From an optimization exercise on the open Yosys and OpenROAD flow, aimed at small area; shortcuts taken in it are not production practice. Where RTL was checked, it was by simulation tests only, not by an equivalence proof against the original. For run 5, only the layout was checked, not whether the RTL still works. Power and IR drop assume default switching activity.

==> design/flow/design.v <==
module fifo
  #(
    parameter WIDTH = 32,
    parameter DEPTH_IN_BITS = 3,
    parameter MAX_ITEMS = 5  
    )
  (
   input              clk,
   input              reset,
   input              req_r,
   input              we,
   input [WIDTH-1:0]  data_w,
   output [WIDTH-1:0] data_r,
   output             valid_r, 
   output             full,
   output             empty
   );
  localparam DEPTH = (1 << DEPTH_IN_BITS);
  localparam TRUE = 1'b1;
  localparam FALSE = 1'b0;
  localparam ONE = 1'd1;
  localparam ZERO = 1'd0;
  reg [WIDTH-1:0]     buffer [0:DEPTH-1];
  reg [DEPTH_IN_BITS-1:0] addr_r;
  reg [DEPTH_IN_BITS-1:0] addr_w;
  reg [DEPTH_IN_BITS-1:0] addr_r_next;
  reg [DEPTH_IN_BITS-1:0] addr_w_next;
  wire [DEPTH_IN_BITS-1:0] item_count;
  assign empty = (addr_r == addr_w) ? TRUE : FALSE;
  assign data_r = buffer[addr_r];
  assign item_count = addr_w - addr_r;
  assign full = (item_count > MAX_ITEMS) ? TRUE : FALSE;
  assign valid_r = ((req_r == TRUE) && (empty == FALSE)) ? TRUE : FALSE;
  always @(posedge clk)
    begin
      if (reset == TRUE)
        begin
          addr_r <= ZERO;
          addr_r_next <= ONE;
        end
      else
        begin
          if ((req_r == TRUE) && (empty == FALSE))
            begin
              addr_r <= addr_r_next;
              addr_r_next <= addr_r_next + ONE;
            end
        end
    end
  always @(posedge clk)
    begin
      if (reset == TRUE)
        begin
          addr_w <= ZERO;
          addr_w_next <= ONE;
        end
      else
        begin
          if (we)
            begin
              addr_w <= addr_w_next;
              addr_w_next <= addr_w_next + ONE;
              buffer[addr_w] <= data_w;
            end
        end
    end
endmodule
module frac_clk
  #(
    parameter COUNTER_BITS = 4
    )
  (
   input                           clk,
   input                           reset,
   input signed [COUNTER_BITS-1:0] factor_mul,
   input signed [COUNTER_BITS-1:0] factor_div,
   output reg                      en
   );
  localparam TRUE = 1'b1;
  localparam FALSE = 1'b0;
  localparam ONE = 1'd1;
  localparam ZERO = 1'd0;
  localparam SZERO = 1'sd0;
  reg signed [COUNTER_BITS-1:0] counter_mul;
  reg signed [COUNTER_BITS-1:0] counter_div;
  always @(posedge clk)
    begin
      if (reset == TRUE)
        begin
          counter_mul <= ZERO;
        end
      else
        begin
          counter_mul <= counter_mul + factor_mul;
        end
    end
  always @(posedge clk)
    begin
      if (reset == TRUE)
        begin
          counter_div <= ZERO;
          en <= FALSE;
        end
      else
        begin
          if (counter_mul - counter_div > SZERO)
            begin
              counter_div <= counter_div + factor_div;
              en <= TRUE;
            end
          else
            begin
              en <= FALSE;
            end
        end
    end
endmodule
module mini_audio
  #(
    parameter COUNTER_BITS = 32
    )
  (
   input                           clk,
   input                           reset,
   input [31:0]                    data,
   input                           valid_toggle,
   input signed [COUNTER_BITS-1:0] ext_factor_mul,
   input signed [COUNTER_BITS-1:0] ext_factor_div,
   output                          full,
   output                          ext_audio_r,
   output                          ext_audio_l
   );
  localparam TRUE = 1'b1;
  localparam FALSE = 1'b0;
  localparam ONE = 1'd1;
  localparam ZERO = 1'd0;
  localparam FIFO_DEPTH_IN_BITS = 4;
  wire          we;
  reg           toggle;
  reg           toggle_prev;
  reg [31:0]    data_in;
  assign we = ((toggle_prev != toggle) && (full == FALSE)) ? TRUE : FALSE;
  always @(posedge clk)
    begin
      if (reset == TRUE)
        begin
          toggle <= FALSE;
          data_in <= ZERO;
          toggle_prev <= FALSE;
        end
      else
        begin
          toggle <= valid_toggle;
          data_in <= data;
          toggle_prev <= toggle;
        end
    end
  wire          req;
  wire          empty;
  wire          valid;
  reg [15+1:0]  sample_sum_r;
  reg [15+1:0]  sample_sum_l;
  wire [31:0]   data_out;
  reg [31:0]    data_out_reg;
  assign ext_audio_r = sample_sum_r[15+1];
  assign ext_audio_l = sample_sum_l[15+1];
  always @(posedge clk)
    begin
      if (reset == TRUE)
        begin
          data_out_reg <=  ZERO;
        end
      else
        begin
          if (valid)
            begin
              data_out_reg <= data_out;
            end
        end
    end
  always @(posedge clk)
    begin
      if (reset == TRUE)
        begin
          sample_sum_r <= ZERO;
          sample_sum_l <= ZERO;
        end
      else
        begin
          sample_sum_r <= sample_sum_r[15:0] + data_out_reg[31:16];
          sample_sum_l <= sample_sum_l[15:0] + data_out_reg[15:0];
        end
    end
  frac_clk
    #(
      .COUNTER_BITS (COUNTER_BITS)
      )
  frac_clk_0
    (
     .clk (clk),
     .reset (reset),
     .factor_mul (ext_factor_mul),
     .factor_div (ext_factor_div),
     .en (req)
   );
  fifo
    #(
      .WIDTH (32),
      .DEPTH_IN_BITS (FIFO_DEPTH_IN_BITS),
      .MAX_ITEMS ((1 << FIFO_DEPTH_IN_BITS) - 3)
      )
  fifo_0
    (
     .clk (clk),
     .reset (reset),
     .req_r (req),
     .we (we),
     .data_w (data_in),
     .data_r (data_out),
     .valid_r (valid), 
     .full (full),
     .empty (empty)
     );
endmodule
==> design/flow/run.sh <==
#!/bin/bash
# synth_recipe.tcl (not shown) runs the flow's synth.tcl, then flattens the netlist and writes it again
# the make line also repeats each setting of config.mk as NAME=value (left out here)
make -C /OpenROAD-flow-scripts/flow DESIGN_CONFIG=/design/flow/config.mk WORK_HOME=/design/flow/orfs CLKGATE_MAP_FILE= SYNTH_SCRIPT=/design/flow/synth_recipe.tcl finish
==> design/flow/config.mk <==
export PLATFORM = sky130hd
export DESIGN_NAME = mini_audio
export DESIGN_NICKNAME = mini_audio
export VERILOG_FILES = /design/flow/design.v
export SDC_FILE = /design/flow/constraint.sdc
export NUM_CORES = 4
export LEC_CHECK = 0
export CAP_MARGIN = 20
export CORE_MARGIN = 2
export CORE_UTILIZATION = 40
export SLEW_MARGIN = 20
==> design/flow/constraint.sdc <==
create_clock -name core_clock -period 10.0 [get_ports {clk}]
set_input_delay 2.0000 -clock core_clock [delete_from_list [all_inputs] [get_ports {clk}]]
set_output_delay 2.0000 -clock core_clock [all_outputs]
set_load 0.01 [all_outputs]
==> results of run 1 <==
placed cells by master (no fill, tap or decap), types with 12 or more instances in the layout:
| cell type | instances |
|---|---|
| dfxtp_1 | 178 |
| mux4_2 | 160 |
| mux2i_1 | 34 |
| clkbuf_16 | 77 |
| a21oi_1 | 125 |
| nand3_1 | 22 |
| o21bai_1 | 12 |
| nor2_1 | 141 |
| a21o_1 | 37 |
| inv_1 | 86 |
| nor3_1 | 32 |
| clkinv_2 | 16 |
| nor2b_1 | 51 |
| ha_1 | 130 |
| nand2b_1 | 20 |
| xor2_1 | 37 |
| a21boi_0 | 13 |
| clkbuf_1 | 16 |
| buf_4 | 28 |
| edfxtp_1 | 512 |
| nand2_1 | 163 |
| o21ai_0 | 73 |
| nor2_4 | 13 |
| o21a_1 | 16 |
| xnor2_1 | 51 |
| clkdlybuf4s50_1 | 100 |
through the flow:
stage                     hold WS [ns]  worst slack, ns  area [µm²]  std cells  util (%)
after detailed placement         0.453             4.00       33100       3226      43.5
after floorplan                  0.440             4.60       30800       2139         -
after global routing             0.476             4.41       35800       3368      47.1
after global placement           0.448             4.11       33100       3226      43.5
final                            0.460             4.61       35800       3368      47.1
after CTS                        0.462             4.57       35800       3368      47.1
worst reg2reg max path, delay by kind of cell, from the launching register on:
family,cells,cell delay [ns]
compound gates,1,0.19
xor+xnor,1,0.08
fa+ha+maj,1,0.42
buf+inv,4,1.39
flops,1,0.32
simple gates,5,1.87
worst min path at each step:
stage	from	endpoint	slack, ns	cells past startpoint
floorplan	data_out_reg[0]	data_out_reg[0]	0.44	2
global placement	data_out_reg[23]	data_out_reg[23]	0.45	2
detailed placement	data_out_reg[15]	data_out_reg[15]	0.45	2
CTS	data_out_reg[15]	data_out_reg[15]	0.46	2
global route	data_out_reg[5]	data_out_reg[5]	0.48	2
finish	data_out_reg[15]	data_out_reg[15]	0.46	2
power by group through the flow:
stage          logic (µW)  clock network [µW]  registers [µW]
3_5_place_dp         2570                   0            3450
5_1_grt              2870                3100            3410
2_1_floorplan        2080                   0            3370
3_3_place_gp         2530                   0            3450
6_report             2580                2910            3390
4_1_cts              2580                2980            3390
routing by layer:
metal	vias up	track usage (%)
met5	-	0
met4	0	5.61
met2	497	32.6
met1	9185	24.5
met3	116	2.69
li1	8430	-
area by class of cell:
cell class	instances	area, µm²	share of cell area, %
sequential	693	19000	53.1
multi-input combinational	1286	11300	31.4
tap	1030	1290	3.60
inverter	87	328	0.916
timing repair buffer	130	1240	3.47
clock buffer	98	2060	5.74
clock inverter	44	618	1.73
cells by family (layout without fill, tap and decap cells):
family | after synthesis | count (layout) | synth area share [%]
flip-flops | 693 | 693 | 61.8
AND/OR/NAND/NOR | 505 | 505 | 7.59
AO/OA/AOI/OAI | 360 | 360 | 7.50
multiplexers | 197 | 197 | 12.9
buffers and inverters | 160 | 359 | 2.03
adder cells (fa/ha/maj) | 136 | 136 | 5.68
XOR/XNOR | 88 | 88 | 2.51
cell usage after synthesis, drive strengths merged, types with 46 or more instances:
master | number | area share, %
edfxtp | 512 | 50
dfxtp | 181 | 12
nand2 | 163 | 2.0
mux4 | 160 | 12
nor2 | 154 | 1.9
ha | 130 | 5.3
a21oi | 125 | 2.0
inv | 87 | 1.1
o21ai | 75 | 1.2
nor2b | 51 | 1.0
xnor2 | 51 | 1.5
clkbuf | 46 | 0.56
==> out/metrics.cfg, run 1 <==
[run_status]
outcome = timing/DRC/antenna clean

[setup_path]
end_kind = flop
path_max_fanout = 5
rrSetupSlack_ns = 5.32
path_cells = clkdlybuf4s50_1, ha_1, a21oi_1, nor2_1, a211oi_1, a21boi_0, a2111o_1, a311oi_1, o211ai_1, a21bo_2, o21ba_2, mux2i_1, o21ai_0, mux2_2
reg2reg_depth = 12
max_stage_delay_ns = 0.52
cpMaxStageDelayCell = a311oi_1
crit_cells = 14
regToRegEndpoint = fifo_0.buffer[6][25]
crit_path_start = ext_factor_div[7]
worstPathBufferInverterCount = 1
arrival_ns = 5.91
endpoint = frac_clk_0.counter_div[31]
setup.worst_path.class = in -> reg
rr_startpoint = fifo_0.addr_r[2]
critPathRequiredTime_ns = 10.51
start_kind = primary input
cpLargestDelayFamily = compound AO/OA/AOI/OAI gates

[logic_synthesis]
yosysWarningCount = 3
syn_area_per_cell_um2 = 14.4
synth-async-reset-ratio_pct = 0
synth_ff_type = edfxtp_1
syn-num-nets = 2374
yosysUniqueCellTypes = 77
synth_cells = 2139
synth_edf_count = 512
ys_ff_latch = 693
ys_seq_area_share_pct = 61.8
synth_area_mm2 = 0.0308

[sta]
worstMarginPinSlew_ns = 0.977
setup_violations = 0
skew_ns = 0.0410
grt_setup_unrepaired = false
period_needed_ns = 5.39
hold_viol = 0
relSlewSlack_pct = 34.8
fmax_mhz = 185
setup-tns-final_ns = 0
period_share_pct = 53.9
slew_viol_final = 0

[flow_run]
drv_cap = 0

[clock_tree]
path_clk_slew_ns = 0.06
clockRootBuffer = clkbuf_16
cts.hold.buffers_added = 0
ctsResizeCount = 0
cts_made_buffers = 76
cts_tree = done
cts_buffer_depth = 3
htreeDepth = 3
post-cts-setup-buffers = 0
clock_sinks = 693
insertion_delay_ns = 0.63

[finish]
antenna_cells = 0
fillers = 6658
area.growth.synth_to_final_pct = 16.4
regMostFlops = fifo_0.buffer
nNetsFinal = 2509
largest_reg_flops = 512
drive_gt1_share_pct = 15.2

[detailed_routing]
drc = 0
top_layer_used = met4
drt_pre_antenna_iters = 5
wl_per_cell_um = 22.0
met3_length_mm = 3.90
wl_met2_mm = 36.7
ant_nets = 0
vias = 18228
vias_per_cell = 5.41
drtIter0Drc = 1329
drt-total-wl_mm = 74.0
wl_met1_mm = 31.4

[pwr]
p_leak_uw = 0.0125
vdd_drop_max_v = 0.000163
p_comb_share_pct = 29.1
p_int_uw = 6110
p_sw_uw = 2770
power.density_mw_per_mm2 = 248
p_sw_share_pct = 31.2
p_seq_share_pct = 38.1
power.total_uw = 8880
clock_power_share_pct = 32.8

[global_route]
antenna_found_initial = 0
grt_max_degree = 115
gr-usage-all-layers_pct = 18.8
grt_pass1_vias = 18496
grt_first_pass_wirelength_mm = 111
globalRouteOverflowTotal = 0

[worst_hold_path]
min_path_type = reg -> reg

[die]
io_pins = 102
fp.dieArea_mm2 = 0.0791
core-area_mm2 = 0.0761
rows = 101
die_y_um = 281
start_util_pct = 40.4
die_w_um = 281

[place]
hpwl_mm = 43.3
port_buffers = 101
place.gp.congestion = 0.897

==> run 2: changes to the inputs <==
==> design/flow/design.v (replaced) <==
module fifo
  (
   input         clk,
   input         reset,
   input         req_r,
   input         toggle_diff,
   input [31:0]  data_w,
   output [31:0] data_held,
   output        full
   );
  reg [31:0] buffer [0:14];
  reg [3:0]  h;    
  reg [3:0]  w;    
  function [3:0] nxt;
    input [3:0] x;
    nxt = (x >= 4'd14) ? 4'd0 : x + 4'd1;
  endfunction
  wire [3:0] r = nxt(h);
  wire       empty = (w == r);
  assign full = (nxt(w) == r);
  wire       we = toggle_diff & ~full;
  wire       pop = req_r & ~empty;
  wire [3:0] w_next = we ? nxt(w) : w;
  wire [3:0] h_next = pop ? r : h;
  wire       wr_ok = (w_next != h_next);
  assign data_held = (h == 4'd15) ? 32'd0 : buffer[h];
  always @(posedge clk)
    begin
      if (reset)
        begin
          h <= 4'd15;
          w <= 4'd0;
        end
      else
        begin
          h <= h_next;
          w <= w_next;
        end
    end
  integer k;
  always @(posedge clk)
    for (k = 0; k < 15; k = k + 1)
      if (wr_ok && w_next == k)
        buffer[k] <= data_w;
endmodule
module frac_clk
  (
   input             clk,
   input             reset,
   input [29:0]      factor_mul,
   input [29:0]      factor_div,
   output reg        en
   );
  reg [30:0] e;
  wire       pos = ~e[30];
  always @(posedge clk)
    begin
      if (reset)
        begin
          e <= {31{1'b1}};
          en <= 1'b0;
        end
      else
        begin
          e <= e + {1'b0, factor_mul} - (pos ? {1'b0, factor_div} : 31'd0);
          en <= pos;
        end
    end
endmodule
module mini_audio
  (
   input         clk,
   input         reset,
   input [31:0]  data,
   input         valid_toggle,
   input [31:0]  ext_factor_mul,
   input [31:0]  ext_factor_div,
   output        full,
   output        ext_audio_r,
   output        ext_audio_l
   );
  reg toggle;
  reg toggle_prev;
  always @(posedge clk)
    begin
      if (reset)
        begin
          toggle <= 1'b0;
          toggle_prev <= 1'b0;
        end
      else
        begin
          toggle <= valid_toggle;
          toggle_prev <= toggle;
        end
    end
  wire        req;
  wire [31:0] sample;
  reg [16:0]  sample_sum_r;
  reg [16:0]  sample_sum_l;
  assign ext_audio_r = sample_sum_r[16];
  assign ext_audio_l = sample_sum_l[16];
  always @(posedge clk)
    begin
      if (reset)
        begin
          sample_sum_r <= 17'd0;
          sample_sum_l <= 17'd0;
        end
      else
        begin
          sample_sum_r <= sample_sum_r[15:0] + sample[31:16];
          sample_sum_l <= sample_sum_l[15:0] + sample[15:0];
        end
    end
  frac_clk frac_clk_0
    (
     .clk (clk),
     .reset (reset),
     .factor_mul (ext_factor_mul[29:0]),
     .factor_div (ext_factor_div[29:0]),
     .en (req)
     );
  fifo fifo_0
    (
     .clk (clk),
     .reset (reset),
     .req_r (req),
     .toggle_diff (toggle ^ toggle_prev),
     .data_w (data),
     .data_held (sample),
     .full (full)
     );
endmodule
--- a/design/flow/config.mk
+++ b/design/flow/config.mk
@@ -6,6 +6,7 @@
 export NUM_CORES = 4
 export LEC_CHECK = 0
-export CAP_MARGIN = 20
+export CAP_MARGIN = 0
 export CORE_MARGIN = 2
 export CORE_UTILIZATION = 40
-export SLEW_MARGIN = 20
+export CTS_BUF_LIST = sky130_fd_sc_hd__clkbuf_4
+export SLEW_MARGIN = 0
==> run 2 against run 1 <==
- combinational power is 16% lower
- clock skew increased by 0.020 ns
- largest power group unchanged
- maximum frequency fell by 1.7%
- sequential power down 17%
- setup slack worse by 0.096 ns
- first-iteration DRC count decreased by 15%
- critical path type is now reg -> out
- synthesized cell count shrank 20%
- core utilization fell by 0.057 points
- via count fell by 16%
- sequential share of layout area rose by 4.4 points
- cell area down 23%
==> out/metrics.cfg, run 2 <==
[place]
place.gp.congestion = 0.908  ; +1.3%
port_buffers = 97  ; -4.0%
hpwl_mm = 31.9  ; -26%

[logic_synthesis]
synth_cells = 1715  ; -20%
yosys-top-cells-area = edfxtp_1 (60%), dfxtp_1 (6.4%), ha_1 (3.6%)
synth_edf_count = 480  ; -6.3%
synth_top_area_cell = edfxtp_1
synth_top_area_share_pct = 60.4  ; +10 points
synth-async-reset-ratio_pct = 0  ; unchanged
yosysUniqueCellTypes = 71  ; -7.8%
ys_ff_latch = 556  ; -20%
synth_common_cells = edfxtp_1 (480), inv_1 (154), nand2_1 (109)
syn-num-nets = 1915  ; -19%
syn_area_per_cell_um2 = 13.9  ; -3.2%
yosysWarningCount = 4  ; +1
synth_most_common_cell = edfxtp_1
synth_area_mm2 = 0.0239  ; -22%
synth_ff_type = edfxtp_1
ys_seq_area_share_pct = 66.8  ; +5.0 points

[run_status]
outcome = timing/DRC/antenna clean

[worst_hold_path]
min_path_type = reg -> reg
worstHoldStart = toggle
worstHoldEndpoint = toggle_prev
min_path_cells = 1  ; -1

[finish]
area.growth.synth_to_final_pct = 16.2
regMostFlops = fifo_0.buffer
largest_reg_flops = 480  ; -6.3%
drive_gt1_share_pct = 15.3  ; +0.14 points
nNetsFinal = 2117  ; -16%
layout_commonest_cell = edfxtp_1
reg_top3 = fifo_0.buffer: 480 flops, frac_clk_0.e: 31 flops
layout_common_cells = edfxtp_1 (480), clkbuf_4 (216), inv_1 (154), nand2_1 (109), clkdlybuf4s50_1 (96)

[clock_tree]
cts_made_buffers = 148  ; +95%
clock_sinks = 556  ; -20%
htreeDepth = 4  ; +1
clockRootBuffer = clkbuf_4
cts.hold.buffers_added = 0  ; unchanged
cts_buffer_depth = 3  ; unchanged
path_clk_slew_ns = 0.06  ; about the same
insertion_delay_ns = 0.96  ; +0.33 ns
ctsResizeCount = 0  ; unchanged
post-cts-setup-buffers = 0  ; unchanged
cts_tree = done

[setup_path]
reg2reg_depth = 11  ; -1
rrSetupSlack_ns = 5.03  ; -0.29 ns
setup.worst_path.class = reg -> out
regToRegEndpoint = fifo_0.buffer[12][26]
rr_startpoint = fifo_0.w[0]
arrival_ns = 3.49  ; -2.42 ns
end_kind = primary output
start_kind = flop
critPathRequiredTime_ns = 8.00  ; -2.51 ns
path_max_fanout = 12  ; +7

[die]
die_y_um = 248  ; -12%
core-area_mm2 = 0.0590  ; -22%
rows = 89  ; -12%
start_util_pct = 40.4  ; about the same
io_pins = 102  ; unchanged
die_w_um = 248  ; -12%
fp.dieArea_mm2 = 0.0616  ; -22%

[pwr]
p_sw_share_pct = 33.0  ; +1.8 points
p_comb_share_pct = 31.3  ; +2.2 points
power.total_uw = 6950  ; -22%
p_sw_uw = 2290  ; -17%
p_leak_uw = 0.0102  ; -19%
power.density_mw_per_mm2 = 250  ; +0.90%
vdd_drop_max_v = 0.000122  ; -25%
p_seq_share_pct = 40.3  ; +2.2 points
p_int_uw = 4660  ; -24%
clock_power_share_pct = 28.4  ; -4.4 points

[sta]
setup_violations = 0  ; unchanged
period_needed_ns = 5.49  ; +0.0956 ns
setup-tns-final_ns = 0  ; unchanged
slew_viol_final = 0  ; unchanged
grt_setup_unrepaired = false
relSlewSlack_pct = 25.7  ; -9.2 points
fmax_mhz = 182  ; -1.7%
period_share_pct = 54.9  ; +0.96 points
hold_viol = 0  ; unchanged
skew_ns = 0.0614  ; +0.0203 ns
worstMarginPinSlew_ns = 1.11  ; +0.129 ns

[detailed_routing]
ant_nets = 0  ; unchanged
vias_per_cell = 5.50  ; +1.6%
drt_pre_antenna_iters = 8  ; +3
wl_per_cell_um = 22.3  ; +1.7%
drt-total-wl_mm = 62.5  ; -15%
vias = 15393  ; -16%
drc = 0  ; unchanged
drtIter0Drc = 1127  ; -15%

[global_route]
antenna_found_initial = 6  ; +6
gr-usage-all-layers_pct = 20.5  ; +1.7 points
grt_pass1_vias = 15392  ; -17%
grt_first_pass_wirelength_mm = 92.5  ; -17%
globalRouteOverflowTotal = 0  ; unchanged
grt_max_degree = 51  ; -56%

[flow_run]
drv_cap = 0  ; unchanged

## run 2: changes by cell type in the layout (fill, tap and decap cells not counted), sizes merged, moves of 29 or more
cell / delta
a21oi: -89
ha: -61
dfxtp: -105
edfxtp: -32
inv: +71
o21ai: -37
mux4: -160
a22o: +70
nand2: -54
clkbuf: +118
nor2: -82
a41oi: +29
a221oi: +89
a22oi: +53
## run 2: cell families after synthesis
kind of cell | after synthesis | synth area share [%]
mux | 10 | 0.425
simple gates | 339 | 6.90
fa+ha+maj | 101 | 6.30
compound gates | 423 | 14.0
buf+inv | 235 | 3.74
flops | 556 | 66.8
xor+xnor | 51 | 1.87
## run 2: power by group through the flow
stage               clock network [µW]  logic (µW)  registers [µW]
floorplan                            0        1620            2830
global placement                     0        2120            2840
detailed placement                   0        2160            2850
CTS                               2020        2170            2800
global route                      2130        2440            2820
finish                            1970        2170            2800
## run 2: how the worst max path moves through the flow
stage / startpoint / to
CTS: fifo_0.w[0] / full
global placement: ext_factor_mul[1] / frac_clk_0.e[25]
global route: fifo_0.w[0] / full
detailed placement: ext_factor_mul[1] / frac_clk_0.e[25]
finish: fifo_0.w[0] / full
floorplan: fifo_0.h[0] / fifo_0.buffer[5][0]
## run 2: worst max-delay path: stages (launching register included)
cell             delay [ns]
dfxtp_1                0.56
inv_1                  0.20
ha_1                   0.37
nor4b_1                0.24
a31oi_1                0.08
o32ai_2                0.33
and3_1                 0.24
clkdlybuf4s50_1        0.54
## run 2: metrics by stage
step	setup WS [ns]	util, %	instance area [µm²]	instances	hold slack (ns)
4_1_cts	4.43	47.0	27700	2796	0.530
6_report	4.51	47.0	27700	2799	0.520
2_1_floorplan	4.58	-	23900	1715	0.459
3_5_place_dp	4.26	43.8	25900	2540	0.488
5_1_grt	4.17	47.0	27700	2799	0.555
3_3_place_gp	4.27	43.8	25900	2540	0.471
## run 2: layout make-up
class,count,area (µm²)
Antenna cell,3,7.51
Clock buffer,216,1620
Clock inverter,40,254
Fill cell,5266,31300
Inverter,154,578
Multi-Input combinational cell,924,7140
Sequential cell,556,15900
Tap cell,773,967
Timing Repair Buffer,133,1240
## run 2: layer usage
| metal | share of wire, % | vias up | track usage, % |
|---|---|---|---|
| li1 | - | 7047 | - |
| met1 | 41 | 7653 | 26.0 |
| met2 | 49 | 592 | 34.2 |
| met3 | 7.8 | 95 | 5.09 |
| met4 | 2.0 | 6 | 7.14 |
| met5 | 0.064 | - | 0 |
==> run 3: changes to the inputs <==
--- a/design/flow/config.mk
+++ b/design/flow/config.mk
@@ -6,7 +6,6 @@
 export NUM_CORES = 4
 export LEC_CHECK = 0
-export CAP_MARGIN = 0
+export CAP_MARGIN = 20
 export CORE_MARGIN = 2
 export CORE_UTILIZATION = 40
-export CTS_BUF_LIST = sky130_fd_sc_hd__clkbuf_4
-export SLEW_MARGIN = 0
+export SLEW_MARGIN = 20
==> run 3 against run 2 <==
- still clean on timing, DRC and antenna
- die area unchanged
- clock power increased by 4%
- cell count decreased by 5.4%
- non-clock buffer count increased by 1
- maximum frequency increased by 5.5%
- clock skew decreased by 0.040 ns
- critical path type unchanged
- largest cell class unchanged
==> out/metrics.cfg, run 3 <==
[global_route]
globalRouteOverflowTotal = 0  ; unchanged
gr-usage-all-layers_pct = 20.0  ; -0.53 points
use_met2_pct = 34.1  ; -0.12 points
antenna_found_initial = 5  ; -1
busiest_layer = met2
grt_max_degree = 51  ; unchanged
met1_usage_pct = 26.3  ; +0.37 points
grt_pass1_vias = 14642  ; -4.9%
use_met3_pct = 3.10  ; -2.0 points
grt_first_pass_wirelength_mm = 91.1  ; -1.6%

[sta]
period_needed_ns = 5.20  ; -0.289 ns
setup_ws_ns = 4.80  ; +0.289 ns
setup-tns-final_ns = 0  ; unchanged
fmax_mhz = 192  ; +5.5%
period_share_pct = 52.0  ; -2.9 points
relSlewSlack_pct = 37.1  ; +11 points
setup_violations = 0  ; unchanged
skew_ns = 0.0212  ; -0.0401 ns
hold_viol = 0  ; unchanged
slew_viol_final = 0  ; unchanged
grt_setup_unrepaired = false
worstMarginPinSlew_ns = 0.939  ; -0.168 ns

[logic_synthesis]
yosys-top-cells-area = edfxtp_1 (60%), dfxtp_1 (6.4%), ha_1 (3.6%)
synth_common_cells = edfxtp_1 (480), inv_1 (154), nand2_1 (109)
synth-compound-area-share_pct = 14.0  ; unchanged
ys_seq_area_share_pct = 66.8  ; unchanged
synth_most_common_cell = edfxtp_1
synthAdderAreaFrac_pct = 6.30  ; unchanged
synth_ff_type = edfxtp_1
synth-simple-area-share_pct = 6.90  ; unchanged
synth_cells = 1715  ; unchanged
syn_area_per_cell_um2 = 13.9  ; unchanged
syn-num-nets = 1915  ; unchanged
synth_top_family_by_area = compound AO/OA/AOI/OAI gates
synth_edf_count = 480  ; unchanged
synth-xor-area-share_pct = 1.87  ; unchanged
synth-async-reset-ratio_pct = 0  ; unchanged
synth.area.mux_share_pct = 0.425  ; unchanged
ys_ff_latch = 556  ; unchanged
yosysWarningCount = 4  ; unchanged
synth_top_area_cell = edfxtp_1
synth_top_area_share_pct = 60.4  ; unchanged
synth_area_mm2 = 0.0239  ; unchanged
yosysUniqueCellTypes = 71  ; unchanged

[die]
rows = 89  ; unchanged
io_pins = 102  ; unchanged
fp.dieArea_mm2 = 0.0616  ; unchanged
start_util_pct = 40.4  ; unchanged
die_w_um = 248  ; unchanged
core-area_mm2 = 0.0590  ; unchanged
die_y_um = 248  ; unchanged

[finish]
area.growth.synth_to_final_pct = 15.9
nNetsFinal = 2027  ; -4.3%
utilization_pct = 46.9  ; -0.14 points
fin_area_mm2 = 0.0277  ; -0.29%
largest_reg_flops = 480  ; unchanged
reg_top3 = fifo_0.buffer: 480 flops, frac_clk_0.e: 31 flops
drive_gt1_share_pct = 8.44  ; -6.9 points
fillers = 5178  ; -1.7%
layout_common_cells = edfxtp_1 (480), inv_1 (154), nand2_1 (109), clkdlybuf4s50_1 (96), a221oi_1 (92)
layout_commonest_cell = edfxtp_1
regMostFlops = fifo_0.buffer

[setup_path]
end_kind = primary output
worstPathBufferInverterCount = 2  ; unchanged
rr_startpoint = fifo_0.w[0]
path_cells = inv_1, ha_1, nor4b_1, a31oi_1, o32ai_2, and3_1, clkdlybuf4s50_1
start_kind = flop
cpLargestDelayFamily = buffers and inverters
setup.worst_path.class = reg -> out
cpMaxStageDelayCell = dfxtp_1
arrival_ns = 3.20  ; -0.29 ns
max_stage_delay_ns = 0.56  ; about the same
crit_path_start = fifo_0.w[0]
critPathRequiredTime_ns = 8.00  ; about the same
path_max_fanout = 12  ; unchanged

[clock_tree]
cts.hold.buffers_added = 0  ; unchanged
ctsResizeCount = 0  ; unchanged
path_clk_slew_ns = 0.06  ; about the same
cts_buffer_depth = 3  ; unchanged
cts_made_buffers = 57  ; -61%
insertion_delay_ns = 0.63  ; -0.33 ns
clock_sinks = 556  ; unchanged
post-cts-setup-buffers = 0  ; unchanged
clockRootBuffer = clkbuf_16
htreeDepth = 2  ; -2
cts_tree = done

[place]
place.gp.congestion = 0.908  ; unchanged
placed_area_mm2 = 0.0259  ; unchanged
port_buffers = 97  ; unchanged
dp_slack_ns = 4.26  ; unchanged
hpwl_mm = 31.9  ; unchanged

[pwr]
vdd_drop_max_v = 0.000147  ; +20%
p_leak_uw = 0.00994  ; -2.3%
power.total_uw = 7020  ; +1.1%
power.density_mw_per_mm2 = 254  ; +1.4%

[detailed_routing]
wl_per_cell_um = 23.3  ; +4.4%
vias_per_cell = 5.62  ; +2.1%
drt-total-wl_mm = 61.7  ; -1.3%
vias = 14863  ; -3.4%
ant_nets = 0  ; unchanged
drtIter0Drc = 1336  ; +19%
drc = 0  ; unchanged
drt_pre_antenna_iters = 7  ; -1

[flow_run]
drv_cap = 0  ; unchanged

[run_status]
outcome = timing/DRC/antenna clean

[worst_hold_path]
worstHoldStart = toggle
min_path_type = reg -> reg

==> run 3: cell types whose count changed in the layout (fill, tap and decap cells not counted), sizes merged <==
cell / previous run / this run
inv: 158 / 157
buf: 37 / 38
clkinv: 31 / 21
clkbuf: 216 / 73
bufinv: 2 / 3
==> run 3: cell type report <==
| cell class | instances | area, µm² | area share, % |
|---|---|---|---|
| Timing Repair Buffer | 134 | 1250 | 4.51 |
| Inverter | 154 | 578 | 2.09 |
| Tap cell | 773 | 967 | 3.50 |
| Clock inverter | 30 | 278 | 1.00 |
| Clock buffer | 73 | 1510 | 5.45 |
| Antenna cell | 3 | 7.51 | 0.0271 |
| Multi-Input combinational cell | 924 | 7140 | 25.8 |
| Sequential cell | 556 | 15900 | 57.6 |
==> run 3: metal layers <==
metal	up-vias	routed length [µm]
li1	6757	-
met1	7492	25800
met2	518	30200
met3	90	4480
met4	6	1250
met5	-	43
==> run 3: power breakdown <==
part	internal (µW)	switching [µW]	total, µW
sequential	2730	71.4	2800
clock	1150	897	2040
combinational	879	1300	2180
==> run 3: kinds of logic (layout without fill, tap and decap cells) <==
kind of cell    after synthesis  count (layout)
buf+inv                     235             391
flops                       556             556
xor+xnor                     51              51
fa+ha+maj                   101             101
compound gates              423             423
simple gates                339             339
mux                          10              10
other cells                   0               3
==> run 3: worst paths after layout <==
| path | slack (ns) | end | cells past startpoint |
|---|---|---|---|
| worst max-delay path | 4.80 | full | 7 |
| worst min-delay path | 0.49 | toggle_prev | 1 |
| worst max register to register | 5.01 | fifo_0.buffer[12][26] | 12 |
| worst min register to register | 0.49 | toggle_prev | 1 |
==> run 3: stage by stage <==
| stage | hold WS (ns) | std cells |
|---|---|---|
| after floorplan | 0.459 | 1715 |
| after global placement | 0.471 | 2540 |
| after detailed placement | 0.488 | 2540 |
| after CTS | 0.492 | 2643 |
| after global routing | 0.519 | 2646 |
| final | 0.489 | 2647 |
==> run 3: worst register-to-register path, cell delays in order, from the launching register on <==
cell and delay [ns]:
dfxtp_1 0.56, inv_1 0.20, ha_1 0.26, o211a_1 0.31, a21oi_1 0.26, o32ai_2 0.16, a31oi_4 0.34, mux2i_1 0.53
xor2_1 0.31, nor4_4 0.13, buf_6 0.18, nor3_2 0.75, buf_4 0.62
==> run 4: changes to the inputs <==
--- a/design/flow/config.mk
+++ b/design/flow/config.mk
@@ -8,4 +8,6 @@
 export CAP_MARGIN = 20
 export CORE_MARGIN = 2
-export CORE_UTILIZATION = 40
+export CORE_UTILIZATION = 60
+export CTS_BUF_LIST = sky130_fd_sc_hd__clkbuf_2 sky130_fd_sc_hd__clkbuf_4 sky130_fd_sc_hd__clkbuf_8
+export CTS_CLUSTER_SIZE = 30
 export SLEW_MARGIN = 20
==> run 4 against run 3 <==
- still clean
- core utilization increased by 22 points
- combinational power about the same
- maximum frequency decreased by 1.7%
- register-to-register slack about the same
- count of clock-buffer cells in the layout increased by 49
- clock skew increased by 0.0058 ns
- total power decreased by 3.1%
- wire length decreased by 4.0%
- non-clock buffer count increased by 2
- critical path type is now in -> reg
- critical endpoint is now frac_clk_0.e[25]
- largest cell class unchanged
==> out/metrics.cfg, run 4 <==
[clock_tree]
cts_tree = done
ctsResizeCount = 0  ; unchanged
cts_made_buffers = 88  ; +54%
htreeDepth = 3  ; +1
insertion_delay_ns = 0.64  ; about the same
clock_sinks = 556  ; unchanged
cts.hold.buffers_added = 0  ; unchanged
post-cts-setup-buffers = 0  ; unchanged
path_clk_slew_ns = 0.06  ; about the same
cts_buffer_depth = 3  ; unchanged
clockRootBuffer = clkbuf_8

[sta]
skew_ns = 0.0270  ; +0.00576 ns
relSlewSlack_pct = 40.8  ; +3.7 points
grt_setup_unrepaired = false
hold_viol = 0  ; unchanged
finalHoldWorstSlack_ns = 0.490  ; +0.000884 ns
fmax_mhz = 189  ; -1.7%
period_share_pct = 52.9  ; +0.90 points
period_needed_ns = 5.29  ; +0.0902 ns
setup_violations = 0  ; unchanged
slew_viol_final = 0  ; unchanged
setup-tns-final_ns = 0  ; unchanged
worstMarginPinSlew_ns = 0.877  ; -0.0616 ns
setup_ws_ns = 4.71  ; -0.0902 ns

[logic_synthesis]
synth_most_common_cell = edfxtp_1
synth_ff_type = edfxtp_1
synth_top_area_cell = edfxtp_1
yosysWarningCount = 4  ; unchanged
synth_top_area_share_pct = 60.4  ; unchanged
synth_area_mm2 = 0.0239  ; unchanged
syn-num-nets = 1915  ; unchanged
syn_area_per_cell_um2 = 13.9  ; unchanged
yosysUniqueCellTypes = 71  ; unchanged
ys_seq_area_share_pct = 66.8  ; unchanged
ys_ff_latch = 556  ; unchanged
synth_cells = 1715  ; unchanged
yosys-top-cells-area = edfxtp_1 (60%), dfxtp_1 (6.4%), ha_1 (3.6%)
synth_edf_count = 480  ; unchanged
synth_common_cells = edfxtp_1 (480), inv_1 (154), nand2_1 (109)
synth-async-reset-ratio_pct = 0  ; unchanged

[finish]
drive_gt1_share_pct = 11.4  ; +2.9 points
reg_top3 = fifo_0.buffer: 480 flops, frac_clk_0.e: 31 flops
fillers = 2832  ; -45%
utilization_pct = 69.1  ; +22 points
seq_area_mm2 = 0.0159  ; unchanged
nNetsFinal = 2060  ; +1.6%
layout_common_cells = edfxtp_1 (480), inv_1 (154), nand2_1 (109), clkdlybuf4s50_1 (96), a221oi_1 (92)
largest_reg_flops = 480  ; unchanged
regMostFlops = fifo_0.buffer
area.growth.synth_to_final_pct = 14.2
layout_commonest_cell = edfxtp_1
multi_input_area_mm2 = 0.00714  ; unchanged

[detailed_routing]
drc = 0  ; unchanged
vias_per_cell = 6.09  ; +8.4%
drt-total-wl_mm = 59.3  ; -4.0%
ant_nets = 0  ; unchanged
drt_pre_antenna_iters = 7  ; unchanged
vias = 14916  ; +0.36%
drtIter0Drc = 1428  ; +6.9%
wl_per_cell_um = 24.2  ; +3.7%

[setup_path]
cpLargestDelayFamily = compound AO/OA/AOI/OAI gates
reg2reg_depth = 15  ; +3
crit_cells = 13  ; +6
critPathRequiredTime_ns = 10.57  ; +2.57 ns
arrival_ns = 5.86  ; +2.66 ns
crit_path_start = ext_factor_mul[2]
max_stage_delay_ns = 0.82  ; +0.26 ns
path_cells = clkdlybuf4s50_1, inv_1, fa_1, inv_1, ha_1, o21ai_0, o21ai_0, a31oi_1, o41ai_1, a21oi_1, o211a_1, or3_1, nand3_1
worstPathBufferInverterCount = 3  ; +1
rr_startpoint = fifo_0.h[2]
end_kind = flop
path_max_fanout = 4  ; -8
setup.worst_path.class = in -> reg
cpMaxStageDelayCell = o41ai_1
start_kind = primary input

[worst_hold_path]
min_path_type = reg -> reg
worstHoldStart = toggle
min_path_cells = 1  ; unchanged

[flow_run]
drv_cap = 0  ; unchanged

[global_route]
globalRouteOverflowTotal = 0  ; unchanged
grt_pass1_vias = 14955  ; +2.1%
grt_first_pass_wirelength_mm = 88.8  ; -2.5%
antenna_found_initial = 0  ; -5
gr-usage-all-layers_pct = 29.3  ; +9.3 points
grt_max_degree = 51  ; unchanged

[pwr]
power.density_mw_per_mm2 = 250  ; -1.7%
vdd_drop_max_v = 0.000172  ; +17%
p_leak_uw = 0.00997  ; +0.32%

[die]
core-area_mm2 = 0.0395  ; -33%
fp.dieArea_mm2 = 0.0414  ; -33%
rows = 73  ; -18%
io_pins = 102  ; unchanged
die_w_um = 203  ; -18%
start_util_pct = 60.5  ; +20 points
die_y_um = 203  ; -18%

[run_status]
outcome = timing/DRC/antenna clean

[place]
hpwl_mm = 31.0  ; -3.1%
place.gp.congestion = 0.877  ; -3.4%
port_buffers = 97  ; unchanged
dp_slack_ns = 4.13  ; -0.133 ns

## run 4: through the flow
stage          instances  instance area [µm²]  total power [µW]
6_report            2451                27200              6800
5_1_grt             2450                27200              7220
4_1_cts             2449                27200              6820
3_5_place_dp        2294                25600              4980
3_3_place_gp        2294                25600              4930
2_1_floorplan       1715                23900              4440
## run 4: final cells by class
type	count	share of cell area, %
Multi-Input combinational cell	924	26.2
Sequential cell	556	58.5
Antenna cell	1	0.00918
Inverter	154	2.12
Tap cell	525	2.41
Clock buffer	122	5.45
Clock inverter	33	0.707
Timing Repair Buffer	136	4.63
## run 4: power by group
group	internal (µW)	switching, µW
combinational	878	1280
clock	986	859
sequential	2730	62.8
total	4600	2210
## run 4: final timing paths
path,slack (ns),endpoint
hold reg to reg,0.49,toggle_prev
setup reg to reg,5.01,sample_sum_l[16]
hold / removal,0.49,toggle_prev
setup / recovery,4.71,frac_clk_0.e[25]
## run 4: logic make-up (layout without fill, tap and decap cells)
| kind of cell | after synthesis | in the layout | share of synthesized area (%) |
|---|---|---|---|
| AO/OA/AOI/OAI | 423 | 423 | 14.0 |
| AND/OR/NAND/NOR | 339 | 339 | 6.90 |
| multiplexers | 10 | 10 | 0.425 |
| XOR/XNOR | 51 | 51 | 1.87 |
| adder cells (fa/ha/maj) | 101 | 101 | 6.30 |
| flip-flops | 556 | 556 | 66.8 |
| other | 0 | 1 | 0 |
| buffers and inverters | 235 | 445 | 3.74 |
## run 4: metal layers
layer  vias to the layer above  global-route usage [%]  wire (µm)
li1                       6827                       -          -
met1                      7277                    39.9      23500
met2                       710                    48.4      28600
met3                       102                    5.26       5800
met4                         0                    9.31       1340
met5                         -                       0          0
==> run 5: changes to the inputs <==
--- a/design/flow/design.v
+++ b/design/flow/design.v
@@ -54,4 +54,20 @@
   reg [30:0] e;
   wire       pos = ~e[30];
+  wire [30:0] a = e;
+  wire [30:0] b = {1'b0, factor_mul};
+  wire [30:0] c = {pos, ~factor_div & {30{pos}}};
+  wire [30:0] s = a ^ b ^ c;
+  wire [30:0] k = (a & b) | (a & c) | (b & c);
+  wire [30:0] y = {k[29:0], pos};
+  wire [31:0] cy;
+  assign cy[0] = 1'b0;
+  genvar i;
+  generate
+    for (i = 0; i < 31; i = i + 1)
+      begin : rc
+        assign cy[i+1] = (s[i] & y[i]) | (s[i] & cy[i]) | (y[i] & cy[i]);
+      end
+  endgenerate
+  wire [30:0] e_next = s ^ y ^ cy[30:0];
   always @(posedge clk)
     begin
@@ -63,5 +79,5 @@
       else
         begin
-          e <= e + {1'b0, factor_mul} - (pos ? {1'b0, factor_div} : 31'd0);
+          e <= e_next;
           en <= pos;
         end
@@ -101,4 +117,15 @@
   assign ext_audio_r = sample_sum_r[16];
   assign ext_audio_l = sample_sum_l[16];
+  wire [16:0] cr, cl;
+  assign cr[0] = 1'b0;
+  assign cl[0] = 1'b0;
+  genvar i;
+  generate
+    for (i = 0; i < 16; i = i + 1)
+      begin : rc
+        assign cr[i+1] = (sample_sum_r[i] & sample[16+i]) | (sample_sum_r[i] & cr[i]) | (sample[16+i] & cr[i]);
+        assign cl[i+1] = (sample_sum_l[i] & sample[i]) | (sample_sum_l[i] & cl[i]) | (sample[i] & cl[i]);
+      end
+  endgenerate
   always @(posedge clk)
     begin
@@ -110,6 +137,6 @@
       else
         begin
-          sample_sum_r <= sample_sum_r[15:0] + sample[31:16];
-          sample_sum_l <= sample_sum_l[15:0] + sample[15:0];
+          sample_sum_r <= {cr[16], sample_sum_r[15:0] ^ sample[31:16] ^ cr[15:0]};
+          sample_sum_l <= {cl[16], sample_sum_l[15:0] ^ sample[15:0] ^ cl[15:0]};
         end
     end
==> design/flow/config.mk (replaced) <==
export PLATFORM = sky130hd
export DESIGN_NAME = mini_audio
export DESIGN_NICKNAME = mini_audio
export VERILOG_FILES = /design/flow/design.v
export SDC_FILE = /design/flow/constraint.sdc
export NUM_CORES = 4
export LEC_CHECK = 0
export CAP_MARGIN = 20
export CORE_MARGIN = 2
export CORE_UTILIZATION = 40
export SLEW_MARGIN = 20
==> run 5 against run 4 <==
- the layout now fails its checks (setup timing)
- clock skew rose by 0.026 ns
- non-clock buffer count up 9
- hold slack got worse by 0.0051 ns
- maximum frequency down 58%
- cell area down 5.0%
- cell count is 13% lower
- first-iteration DRC count shrank 21%
- total power down 10%
- critical path type unchanged
- critical endpoint is now frac_clk_0.e[29]
- largest cell class unchanged
- largest power group unchanged
==> out/metrics.cfg, run 5 <==
[run_status]
outcome = complete, but fails checks
violations = setup timing

[sta]
period_share_pct = 127  ; +74 points
worstMarginPinSlew_ns = 1.14  ; +0.261 ns
grt_setup_unrepaired = true
skew_ns = 0.0526  ; +0.0256 ns
setup_violations = 9  ; +9
slew_viol_final = 0  ; unchanged
period_needed_ns = 12.70  ; +7.41 ns
setup_ws_ns = -2.70  ; -7.41 ns
relSlewSlack_pct = 23.7  ; -17 points
hold_viol = 0  ; unchanged
fmax_mhz = 78.7  ; -58%

[setup_path]
arrival_ns = 13.19  ; +7.33 ns
crit_path_start = ext_factor_div[0]
cpMaxStageDelayCell = fa_1
start_kind = primary input
critPathRequiredTime_ns = 10.49  ; -0.08 ns
max_stage_delay_ns = 0.43  ; -0.39 ns
cpMostUsedCell = fa_2
regToRegEndpoint = frac_clk_0.e[29]
rr_startpoint = frac_clk_0.e[30]
reg2reg_depth = 33  ; +18
setup.worst_path.class = in -> reg
path_max_fanout = 1  ; -3
endpoint = frac_clk_0.e[29]
end_kind = flop
rrSetupSlack_ns = -1.67  ; -6.68 ns

[detailed_routing]
drt-total-wl_mm = 56.4  ; -4.9%
drtIter0Drc = 1123  ; -21%
vias_per_cell = 5.70  ; -6.3%
vias = 12197  ; -18%
wl_per_cell_um = 26.4  ; +9.0%
drc = 0  ; unchanged
ant_nets = 0  ; unchanged
drt_pre_antenna_iters = 5  ; -2

[pwr]
power.density_mw_per_mm2 = 237  ; -5.3%
vdd_drop_max_v = 0.000176  ; +2.3%
power.total_uw = 6120  ; -10%
p_leak_uw = 0.00870  ; -13%

[logic_synthesis]
syn-num-nets = 1472  ; -23%
synth_ff_type = edfxtp_1
synth-async-reset-ratio_pct = 0  ; unchanged
ys_seq_area_share_pct = 72.5  ; +5.8 points
yosysUniqueCellTypes = 52  ; -27%
synth_cells = 1275  ; -26%
synth_edf_count = 480  ; unchanged
syn_area_per_cell_um2 = 17.2  ; +24%
yosys-top-cells-area = edfxtp_1 (66%), fa_1 (8.1%), dfxtp_1 (6.9%)
ys_ff_latch = 556  ; unchanged
synth_common_cells = edfxtp_1 (480), a221oi_1 (96), fa_1 (89)
synth_top_area_cell = edfxtp_1
synth_most_common_cell = edfxtp_1
synth_area_mm2 = 0.0220  ; -7.9%
synth_top_area_share_pct = 65.6  ; +5.2 points
yosysWarningCount = 4  ; unchanged

[clock_tree]
cts_buffer_depth = 3  ; unchanged
htreeDepth = 2  ; -1
path_clk_slew_ns = 0.06  ; about the same
cts_made_buffers = 56  ; -36%
cts_tree = done
clockRootBuffer = clkbuf_16
post-cts-setup-buffers = 0  ; unchanged
insertion_delay_ns = 0.65  ; about the same
clock_sinks = 556  ; unchanged
cts.hold.buffers_added = 0  ; unchanged

[die]
core-area_mm2 = 0.0540  ; +37%
fp.dieArea_mm2 = 0.0568  ; +37%
die_y_um = 238  ; +17%
rows = 85  ; +16%
die_w_um = 238  ; +17%
io_pins = 102  ; unchanged
start_util_pct = 40.7  ; -20 points

[global_route]
grt_pass1_vias = 12567  ; -16%
gr-usage-all-layers_pct = 20.3  ; -9.0 points
globalRouteOverflowTotal = 0  ; unchanged
antenna_found_initial = 4  ; +4
grt_first_pass_wirelength_mm = 84.0  ; -5.3%
grt_max_degree = 77  ; +51%

[finish]
largest_reg_flops = 480  ; unchanged
layout_common_cells = edfxtp_1 (480), a221oi_1 (96), clkdlybuf4s50_1 (92), dfxtp_1 (76), nand2_1 (68)
fin_area_mm2 = 0.0259  ; -5.0%
reg_top3 = fifo_0.buffer: 480 flops, frac_clk_0.e: 31 flops
fin_cells = 2138  ; -13%
utilization_pct = 47.9  ; -21 points
regMostFlops = fifo_0.buffer
nNetsFinal = 1596  ; -23%
drive_gt1_share_pct = 16.9  ; +5.6 points
layout_commonest_cell = edfxtp_1
area.growth.synth_to_final_pct = 17.8

[place]
hpwl_mm = 30.4  ; -1.8%
placed_area_mm2 = 0.0240  ; -5.9%
place_inst = 2037  ; -11%
port_buffers = 97  ; unchanged
place.gp.congestion = 0.756  ; -14%

[worst_hold_path]
min_path_type = reg -> reg

[flow_run]
drv_cap = 0  ; unchanged

-- run 5: cell types whose count changed after synthesis, sizes merged, moves of 23 or more --
cell / before / now
nor3: 37 / 14
nor2: 72 / 44
a21oi: 36 / 4
nand2: 109 / 68
o21ai: 38 / 5
inv: 154 / 17
or2: 5 / 34
ha: 69 / 9
fa: 32 / 89
-- run 5: critical path, delay by kind of cell --
kind                     cells  cell delay (ns)
buffers and inverters        1             0.09
AND/OR/NAND/NOR              2             0.29
adder cells (fa/ha/maj)     31            10.79
-- run 5: area by class of cell --
| cell class | instances | area, µm² |
|---|---|---|
| Clock buffer | 77 | 1550 |
| Inverter | 17 | 63.8 |
| Timing Repair Buffer | 145 | 1320 |
| Tap cell | 696 | 871 |
| Clock inverter | 23 | 288 |
| Sequential cell | 556 | 15900 |
| Fill cell | 4575 | 28100 |
| Antenna cell | 1 | 2.50 |
| Multi-Input combinational cell | 623 | 5850 |
-- run 5: metal layers --
metal	vias up	wire [µm]	global-route usage [%]
li1	5257	-	-
met1	6334	24500	28.4
met2	519	26500	32.8
met3	83	4190	3.52
met4	4	1180	5.55
met5	-	23	0
-- run 5: worst min-delay path by stage --
stage,depth (start not counted),to,from,slack (ns)
final,1,toggle_prev,toggle,0.48
after global routing,1,toggle_prev,toggle,0.52
after floorplan,1,frac_clk_0.en,frac_clk_0.e[30],0.43
after detailed placement,1,toggle_prev,toggle,0.48
after global placement,1,toggle_prev,toggle,0.47
after CTS,1,toggle_prev,toggle,0.49
-- run 5: report_power, final --
part	switching, µW	internal [µW]	leakage, µW
registers	89.9	2730	0.00499
clock network	875	1210	0.000901
logic	661	552	0.00281
-- run 5: metrics by stage --
step	setup TNS, ns	setup WS (ns)	hold slack [ns]
floorplan	-17.15	-2.92	0.429
global placement	-25.39	-3.68	0.474
detailed placement	-26.56	-3.79	0.477
CTS	-15.14	-2.74	0.487
global route	-16.72	-2.93	0.516
finish	-14.79	-2.70	0.485
-- run 5: cells by family after synthesis --
group	after synthesis	share of synthesized area, %
flops	556	72.5
compound gates	279	10.8
simple gates	231	5.44
fa+ha+maj	98	8.62
buf+inv	96	1.73
xor+xnor	11	0.609
mux	4	0.256
-- run 5: timing repair --
| action | 4_1_cts | 5_1_grt |
|---|---|---|
| gates resized for setup | 15 | 0 |
| pin swaps | 4 | 2 |
| endpoints found under the setup margin | 11 | 10 |
==> run 6: changes to the inputs <==
--- a/design/flow/design.v
+++ b/design/flow/design.v
@@ -52,7 +52,10 @@
    output reg        en
    );
-  reg [30:0] e;
-  wire       pos = ~e[30];
-  wire [30:0] a = e;
+  reg [14:0] eh;
+  reg [15:0] el;
+  reg        cp;
+  wire       neg = eh[14] ^ (cp & (&eh[13:0]));
+  wire       pos = ~neg;
+  wire [30:0] a = {eh, el};
   wire [30:0] b = {1'b0, factor_mul};
   wire [30:0] c = {pos, ~factor_div & {30{pos}}};
@@ -66,18 +69,24 @@
     for (i = 0; i < 31; i = i + 1)
       begin : rc
-        assign cy[i+1] = (s[i] & y[i]) | (s[i] & cy[i]) | (y[i] & cy[i]);
+        wire ci = (i == 16) ? cp : cy[i];
+        assign cy[i+1] = (s[i] & y[i]) | (s[i] & ci) | (y[i] & ci);
       end
   endgenerate
-  wire [30:0] e_next = s ^ y ^ cy[30:0];
+  wire [30:0] ci_all = {cy[30:17], cp, cy[15:0]};
+  wire [30:0] e_next = s ^ y ^ ci_all;
   always @(posedge clk)
     begin
       if (reset)
         begin
-          e <= {31{1'b1}};
+          eh <= {15{1'b1}};
+          el <= {16{1'b1}};
+          cp <= 1'b0;
           en <= 1'b0;
         end
       else
         begin
-          e <= e_next;
+          eh <= e_next[30:16];
+          el <= e_next[15:0];
+          cp <= cy[16];
           en <= pos;
         end
==> run 6 against run 5 <==
- the run now finishes clean
- sequential power about the same
- clock skew is 0.029 ns lower
- setup slack improved by 3.1 ns
- global-route usage barely moved
- register-to-register slack gained 2.3 ns
- core utilization fell by 0.53 points
- first-iteration DRC count shrank 1.2%
- critical path type unchanged
- critical endpoint is now frac_clk_0.el[15]
- largest power group unchanged
==> out/metrics.cfg, run 6 <==
[die]
die_y_um = 239  ; +0.16%
io_pins = 102  ; unchanged
die_w_um = 239  ; +0.16%
fp.dieArea_mm2 = 0.0570  ; +0.32%
rows = 86  ; +1.2%
start_util_pct = 40.2  ; -0.42 points
core-area_mm2 = 0.0548  ; +1.4%

[finish]
fillers = 4624  ; +1.1%
drive_gt1_share_pct = 13.7  ; -3.2 points
largest_reg_flops = 480  ; unchanged
layout_commonest_cell = edfxtp_1
fin_cells = 2191  ; +2.5%
area.growth.synth_to_final_pct = 17.7  ; about the same
layout_common_cells = edfxtp_1 (480), a221oi_1 (96), clkdlybuf4s50_1 (96), nand2_1 (91), fa_1 (84)
nNetsFinal = 1636  ; +2.5%
regMostFlops = fifo_0.buffer
utilization_pct = 47.4  ; -0.53 points
reg_top3 = fifo_0.buffer: 480 flops, sample_sum_l: 17 flops, sample_sum_r: 17 flops

[place]
place.gp.congestion = 0.792  ; +4.7%
place_inst = 2085  ; +2.4%
port_buffers = 97  ; unchanged
hpwl_mm = 32.5  ; +6.8%

[run_status]
outcome = timing/DRC/antenna clean

[clock_tree]
cts_tree = done
htreeDepth = 2  ; unchanged
insertion_delay_ns = 0.62  ; -0.03 ns
path_clk_slew_ns = 0.06  ; about the same
clockRootBuffer = clkbuf_16
clock_sinks = 557  ; +0.18%
cts_made_buffers = 56  ; unchanged
cts_buffer_depth = 3  ; unchanged
post-cts-setup-buffers = 0  ; unchanged

[logic_synthesis]
yosysUniqueCellTypes = 53  ; +1.9%
synth_area_mm2 = 0.0220  ; +0.33%
synth-async-reset-ratio_pct = 0  ; unchanged
syn_area_per_cell_um2 = 16.8  ; -2.6%
synth_ff_type = edfxtp_1
synth_edf_count = 480  ; unchanged
synth_most_common_cell = edfxtp_1
synth_top_area_share_pct = 65.4  ; -0.22 points
yosys-top-cells-area = edfxtp_1 (65%), fa_1 (8.1%), dfxtp_1 (7.0%)
syn-num-nets = 1510  ; +2.6%
ys_seq_area_share_pct = 72.4  ; -0.15 points
ys_ff_latch = 557  ; +0.18%
synth_top_area_cell = edfxtp_1
yosysWarningCount = 4  ; unchanged
synth_common_cells = edfxtp_1 (480), a221oi_1 (96), nand2_1 (91)
synth_cells = 1313  ; +3.0%

[detailed_routing]
ant_nets = 0  ; unchanged
drt_pre_antenna_iters = 5  ; unchanged
wl_met2_mm = 27.0  ; +1.7%
top_layer_used = met5
drt-total-wl_mm = 56.7  ; +0.63%
vias = 12387  ; +1.6%
drtIter0Drc = 1110  ; -1.2%
met3_length_mm = 4.25  ; +1.4%
wl_met1_mm = 23.9  ; -2.2%
vias_per_cell = 5.65  ; -0.90%
drc = 0  ; unchanged
wl_per_cell_um = 25.9  ; -1.8%

[global_route]
gr-usage-all-layers_pct = 20.3  ; -0.024 points
grt_max_degree = 73  ; -5.2%
globalRouteOverflowTotal = 0  ; unchanged
grt_pass1_vias = 12636  ; +0.55%
antenna_found_initial = 3  ; -1
grt_first_pass_wirelength_mm = 83.9  ; -0.13%

[sta]
period_share_pct = 96.3  ; -31 points
grt_setup_unrepaired = false
period_needed_ns = 9.63  ; -3.07 ns
skew_ns = 0.0238  ; -0.0288 ns
fmax_mhz = 104  ; +32%
slew_viol_final = 0  ; unchanged
relSlewSlack_pct = 27.3  ; +3.6 points
setup-tns-final_ns = 0  ; +14.79 ns
finalHoldWorstSlack_ns = 0.519  ; +0.0340 ns
hold_viol = 0  ; unchanged
setup_violations = 0  ; -9
worstMarginPinSlew_ns = 1.09  ; -0.0531 ns

[setup_path]
rrSetupSlack_ns = 0.60  ; +2.27 ns
arrival_ns = 10.13  ; -3.06 ns
critPathRequiredTime_ns = 10.50  ; about the same
start_kind = primary input
regToRegEndpoint = sample_sum_l[15]
rr_startpoint = fifo_0.h[0]
reg2reg_depth = 26  ; -21%
setup.worst_path.class = in -> reg
path_max_fanout = 1  ; unchanged
end_kind = flop

[worst_hold_path]
worstHoldEndpoint = toggle_prev
worstHoldStart = toggle
min_path_cells = 1  ; unchanged
min_path_type = reg -> reg

[flow_run]
drv_cap = 0  ; unchanged

[pwr]
power.density_mw_per_mm2 = 236  ; about the same
vdd_drop_max_v = 0.000139  ; -21%
p_leak_uw = 0.00874  ; +0.49%

## run 6: changes by cell type after synthesis, moves of 4 or more
cell,previous run,this run
or2_2,34,29
xor2_2,4,0
nor2_1,44,70
nor2b_1,39,35
nor3_1,14,3
nand2_1,68,91
xor2_1,0,5
## run 6: how the worst max path moves through the flow
stage	cells past startpoint	slack (ns)	to	start
after global routing	20	0.05	frac_clk_0.el[15]	ext_factor_div[0]
after global placement	20	-0.60	frac_clk_0.el[15]	ext_factor_div[0]
final	20	0.37	frac_clk_0.el[15]	ext_factor_div[0]
after CTS	20	0.03	frac_clk_0.el[15]	ext_factor_div[0]
after floorplan	19	0.07	frac_clk_0.el[15]	ext_factor_div[0]
after detailed placement	20	-0.67	frac_clk_0.el[15]	ext_factor_div[0]
## run 6: metrics by stage
step | worst slack (ns) | power (µW) | cell area, µm²
after detailed placement | -0.669 | 4100 | 24100
after global routing | 0.0511 | 6470 | 26000
after CTS | 0.0349 | 6190 | 25900
after floorplan | 0.0680 | 3680 | 22000
after global placement | -0.604 | 4080 | 24100
final | 0.374 | 6130 | 26000
## run 6: critical path: stages
cell and delay (ns):
clkdlybuf4s50_1 0.40, nor2_1 0.14, fa_1 0.43, ha_1 0.23, fa_1 0.45, fa_1 0.47, fa_2 0.41, fa_1 0.46
fa_1 0.46, fa_2 0.41, fa_2 0.41, fa_1 0.46, fa_2 0.41, fa_1 0.46, fa_1 0.46, fa_2 0.41
fa_1 0.45, fa_1 0.46, fa_1 0.46, or2_2 0.27
## run 6: report_power, final
group	total [µW]	internal, µW	leakage [µW]	switching, µW
Combinational	1210	537	0.00286	672
Clock	2080	1190	0.000877	892
Sequential	2840	2740	0.00500	102
Total	6130	4470	0.00874	1670
## run 6: cells by family (layout without fill, tap and decap cells)
kind of cell    count (synthesis)  count (layout)  share of synthesized area [%]
buf+inv                        94             267                           1.62
mux                             4               4                          0.182
simple gates                  260             260                           5.74
xor+xnor                       15              15                          0.630
fa+ha+maj                      98              98                           8.59
compound gates                285             285                           10.9
flops                         557             557                           72.4
other cells                     0               1                              0
## run 6: what timing repair did
item	CTS	global route
hold buffers	0	0
setup endpoints to repair	0	2
resized for setup	0	5
## run 6: cell type report
| class | instances | area (µm²) | area share, % |
|---|---|---|---|
| repair buffers | 146 | 1330 | 5.14 |
| inverters | 16 | 60.1 | 0.231 |
| multi-input cells | 662 | 5900 | 22.7 |
| well taps | 704 | 881 | 3.39 |
| clock inverters | 22 | 230 | 0.887 |
| diodes | 1 | 2.50 | 0.00964 |
| clock buffers | 83 | 1590 | 6.14 |
| flip-flops and latches | 557 | 16000 | 61.5 |
## run 6: routing by layer
metal / vias to the layer above / track usage [%]
met5: - / 0
met4: 4 / 6.63
met1: 6382 / 27.4
li1: 5395 / -
met3: 98 / 3.75
met2: 508 / 33.2
==> run 7: changes to the inputs <==
==> design/flow/flow/run.sh (new file) <==
#!/bin/bash
# Standard ORFS layout, with smaller port buffers and a clock tree without
# dummy loads. Each make step's output goes to flow.log here.
set -euo pipefail
export BUFFER_PORTS_ARGS="-buffer_cell sky130_fd_sc_hd__buf_1"
export CTS_ARGS="-sink_clustering_enable -repair_clock_nets -dont_use_dummy_load -buf_list sky130_fd_sc_hd__clkbuf_4 -sink_clustering_size 12 -sink_clustering_max_diameter 40"
bash standard.sh > flow.log 2>&1
==> design/flow/standard.sh (new file) <==
#!/bin/bash
# synth_recipe.tcl (not shown) runs the flow's synth.tcl, then flattens the netlist and writes it again
# the make line also repeats each setting of config.mk as NAME=value (left out here)
make -C /OpenROAD-flow-scripts/flow DESIGN_CONFIG=/design/flow/config.mk WORK_HOME=/design/flow/orfs CLKGATE_MAP_FILE= SYNTH_SCRIPT=/design/flow/synth_recipe.tcl "${@:-finish}"
--- a/design/flow/config.mk
+++ b/design/flow/config.mk
@@ -6,6 +6,6 @@
 export NUM_CORES = 4
 export LEC_CHECK = 0
-export CAP_MARGIN = 20
+export CAP_MARGIN = 0
 export CORE_MARGIN = 2
 export CORE_UTILIZATION = 40
-export SLEW_MARGIN = 20
+export SLEW_MARGIN = 0
removed: design/flow/run.sh
==> run 7 against run 6 <==
- global-route usage is 0.15 points lower
- first-iteration DRC count is 14% higher
- total power decreased by 17%
- still clean on timing, DRC and antenna
- critical path type unchanged
- critical endpoint unchanged
- wire length is 1.1% lower
- critical path depth is the same
- register-to-register slack gained 0.04 ns
==> out/metrics.cfg, run 7 <==
[place]
place_inst = 2085  ; unchanged
hpwl_mm = 30.9  ; -4.9%
port_buffers = 97  ; unchanged
place.gp.congestion = 0.746  ; -5.8%
dp_slack_ns = -0.317  ; +0.352 ns

[logic_synthesis]
synth_cells = 1313  ; unchanged
synth-async-reset-ratio_pct = 0  ; unchanged
syn-num-nets = 1510  ; unchanged
yosys-top-cells-area = edfxtp_1 (65%), fa_1 (8.1%), dfxtp_1 (7.0%)
synth_edf_count = 480  ; unchanged
synth_top_area_share_pct = 65.4  ; unchanged
syn_area_per_cell_um2 = 16.8  ; unchanged
yosysWarningCount = 4  ; unchanged
synth_common_cells = edfxtp_1 (480), a221oi_1 (96), nand2_1 (91)
synth_ff_type = edfxtp_1
synth_most_common_cell = edfxtp_1
yosysUniqueCellTypes = 53  ; unchanged
ys_ff_latch = 557  ; unchanged
ys_seq_area_share_pct = 72.4  ; unchanged
synth_area_mm2 = 0.0220  ; unchanged
synth_top_area_cell = edfxtp_1

[finish]
fin_cells = 2167  ; -1.1%
largest_reg_flops = 480  ; unchanged
layout_common_cells = edfxtp_1 (480), a221oi_1 (96), buf_1 (96), nand2_1 (91), fa_1 (89)
nNetsFinal = 1660  ; +1.5%
regMostFlops = fifo_0.buffer
fillers = 4785  ; +3.5%
layout_commonest_cell = edfxtp_1
reg_top3 = fifo_0.buffer: 480 flops, sample_sum_l: 17 flops, sample_sum_r: 17 flops
area.growth.synth_to_final_pct = 9.40
drive_gt1_share_pct = 13.8  ; +0.030 points

[clock_tree]
cts.hold.buffers_added = 0  ; unchanged
clockRootBuffer = clkbuf_4
cts_made_buffers = 80  ; +43%
clock_sinks = 557  ; unchanged
insertion_delay_ns = 0.85  ; +0.23 ns
post-cts-setup-buffers = 0  ; unchanged
cts_tree = done
htreeDepth = 3  ; +1
ctsResizeCount = 0  ; unchanged
cts_buffer_depth = 3  ; unchanged
path_clk_slew_ns = 0.07  ; about the same

[detailed_routing]
drc = 0  ; unchanged
drt-total-wl_mm = 56.1  ; -1.1%
vias = 12451  ; +0.52%
drt_pre_antenna_iters = 6  ; +1
vias_per_cell = 5.75  ; +1.6%
ant_nets = 0  ; unchanged
wl_per_cell_um = 25.9  ; about the same
drtIter0Drc = 1260  ; +14%

[die]
fp.dieArea_mm2 = 0.0570  ; unchanged
rows = 86  ; unchanged
start_util_pct = 40.2  ; unchanged
die_y_um = 239  ; unchanged
die_w_um = 239  ; unchanged
core-area_mm2 = 0.0548  ; unchanged
io_pins = 102  ; unchanged

[setup_path]
critPathRequiredTime_ns = 10.62  ; +0.12 ns
setup.worst_path.class = in -> reg
arrival_ns = 10.08  ; -0.05 ns
path_max_fanout = 1  ; unchanged
end_kind = flop
start_kind = primary input

[global_route]
grt_first_pass_wirelength_mm = 83.4  ; -0.67%
antenna_found_initial = 2  ; -1
globalRouteOverflowTotal = 0  ; unchanged
grt_pass1_vias = 12746  ; +0.87%
gr-usage-all-layers_pct = 20.1  ; -0.15 points
grt_max_degree = 73  ; unchanged

[sta]
relSlewSlack_pct = 27.0  ; -0.34 points
setup_ws_ns = 0.538  ; +0.164 ns
grt_setup_unrepaired = false
worstMarginPinSlew_ns = 1.09  ; +0.00506 ns
setup_violations = 0  ; unchanged
period_needed_ns = 9.46  ; -0.164 ns
skew_ns = 0.148  ; +0.124 ns
hold_viol = 0  ; unchanged
slew_viol_final = 0  ; unchanged
fmax_mhz = 106  ; +1.7%
period_share_pct = 94.6  ; -1.6 points

[pwr]
p_leak_uw = 0.00797  ; -8.7%
vdd_drop_max_v = 0.0000978  ; -30%
power.density_mw_per_mm2 = 211  ; -11%

[run_status]
outcome = timing/DRC/antenna clean

[flow_run]
drv_cap = 0  ; unchanged

[worst_hold_path]
min_path_type = reg -> reg

run 7: cell count changes in the layout (fill, tap and decap cells not counted), sizes merged, moves of 2 or more:
cell and delta:
bufinv -3, buf +95, clkinv -12, inv -4, clkbuf -2, clkdlybuf4s50 -96
clkinvlp -3
run 7: logic make-up after synthesis:
logic type               synth area share [%]
AO/OA/AOI/OAI                            10.9
multiplexers                            0.182
flip-flops                               72.4
XOR/XNOR                                0.630
buffers and inverters                    1.62
adder cells (fa/ha/maj)                  8.59
AND/OR/NAND/NOR                          5.74
run 7: through the flow:
step	utilization (%)	hold WS (ns)	power [µW]	setup TNS, ns	cell area (µm²)
CTS	44.0	0.514	5150	0	24100
detailed placement	42.9	0.509	4070	-0.465	23500
finish	44.0	0.513	5080	0	24100
global route	44.0	0.530	5420	0	24100
floorplan	-	0.485	3680	0	22000
global placement	42.9	0.494	4040	-0.240	23500
run 7: worst paths after layout:
| path | end | slack [ns] | depth (start not counted) | startpoint |
|---|---|---|---|---|
| max reg2reg | sample_sum_l[15] | 0.64 | 25 | fifo_0.h[0] |
| min | toggle_prev | 0.51 | 1 | toggle |
| min reg2reg | toggle_prev | 0.51 | 1 | toggle |
| max | frac_clk_0.el[15] | 0.54 | 20 | ext_factor_div[0] |
run 7: report_power, final:
part	total [µW]	leakage, µW	switching [µW]	internal (µW)
clock	1080	0.000368	712	366
sequential	2840	0.00500	98.4	2740
combinational	1170	0.00261	666	503
run 7: worst max-delay path, stage by stage:
cell	delay (ns)
buf_1	0.07
nor2_1	0.12
fa_1	0.43
ha_1	0.23
fa_1	0.45
fa_1	0.46
fa_1	0.47
fa_1	0.48
fa_1	0.47
fa_1	0.46
fa_1	0.46
fa_1	0.47
fa_1	0.46
fa_1	0.46
fa_1	0.46
fa_1	0.46
fa_1	0.46
fa_1	0.46
fa_1	0.47
or2_2	0.28
run 7: routing by layer:
layer  global-route usage (%)  vias to the layer above  share of wire [%]
li1                         -                     5396                  -
met1                     28.0                     6386                 43
met2                     32.3                      571                 47
met3                     4.18                       96                8.4
met4                     5.30                        2                2.1
met5                        0                        -              0.023
run 7: layout make-up:
class	count	area, µm²	area share [%]
Tap cell	704	881	3.65
Clock buffer	80	601	2.49
Antenna cell	2	5.00	0.0208
Timing Repair Buffer	146	733	3.04
Inverter	16	60.1	0.249
Sequential cell	557	16000	66.2
Multi-Input combinational cell	662	5880	24.4

Re-timed with assumed drivers on the ports (clkbuf_16 on the clock, buf_2 on other inputs), run 7 has 0.566 ns of setup slack against 0.538 ns with ideal ports, and -0.262 ns once port delays also move by the mid clock arrival of 0.829 ns.
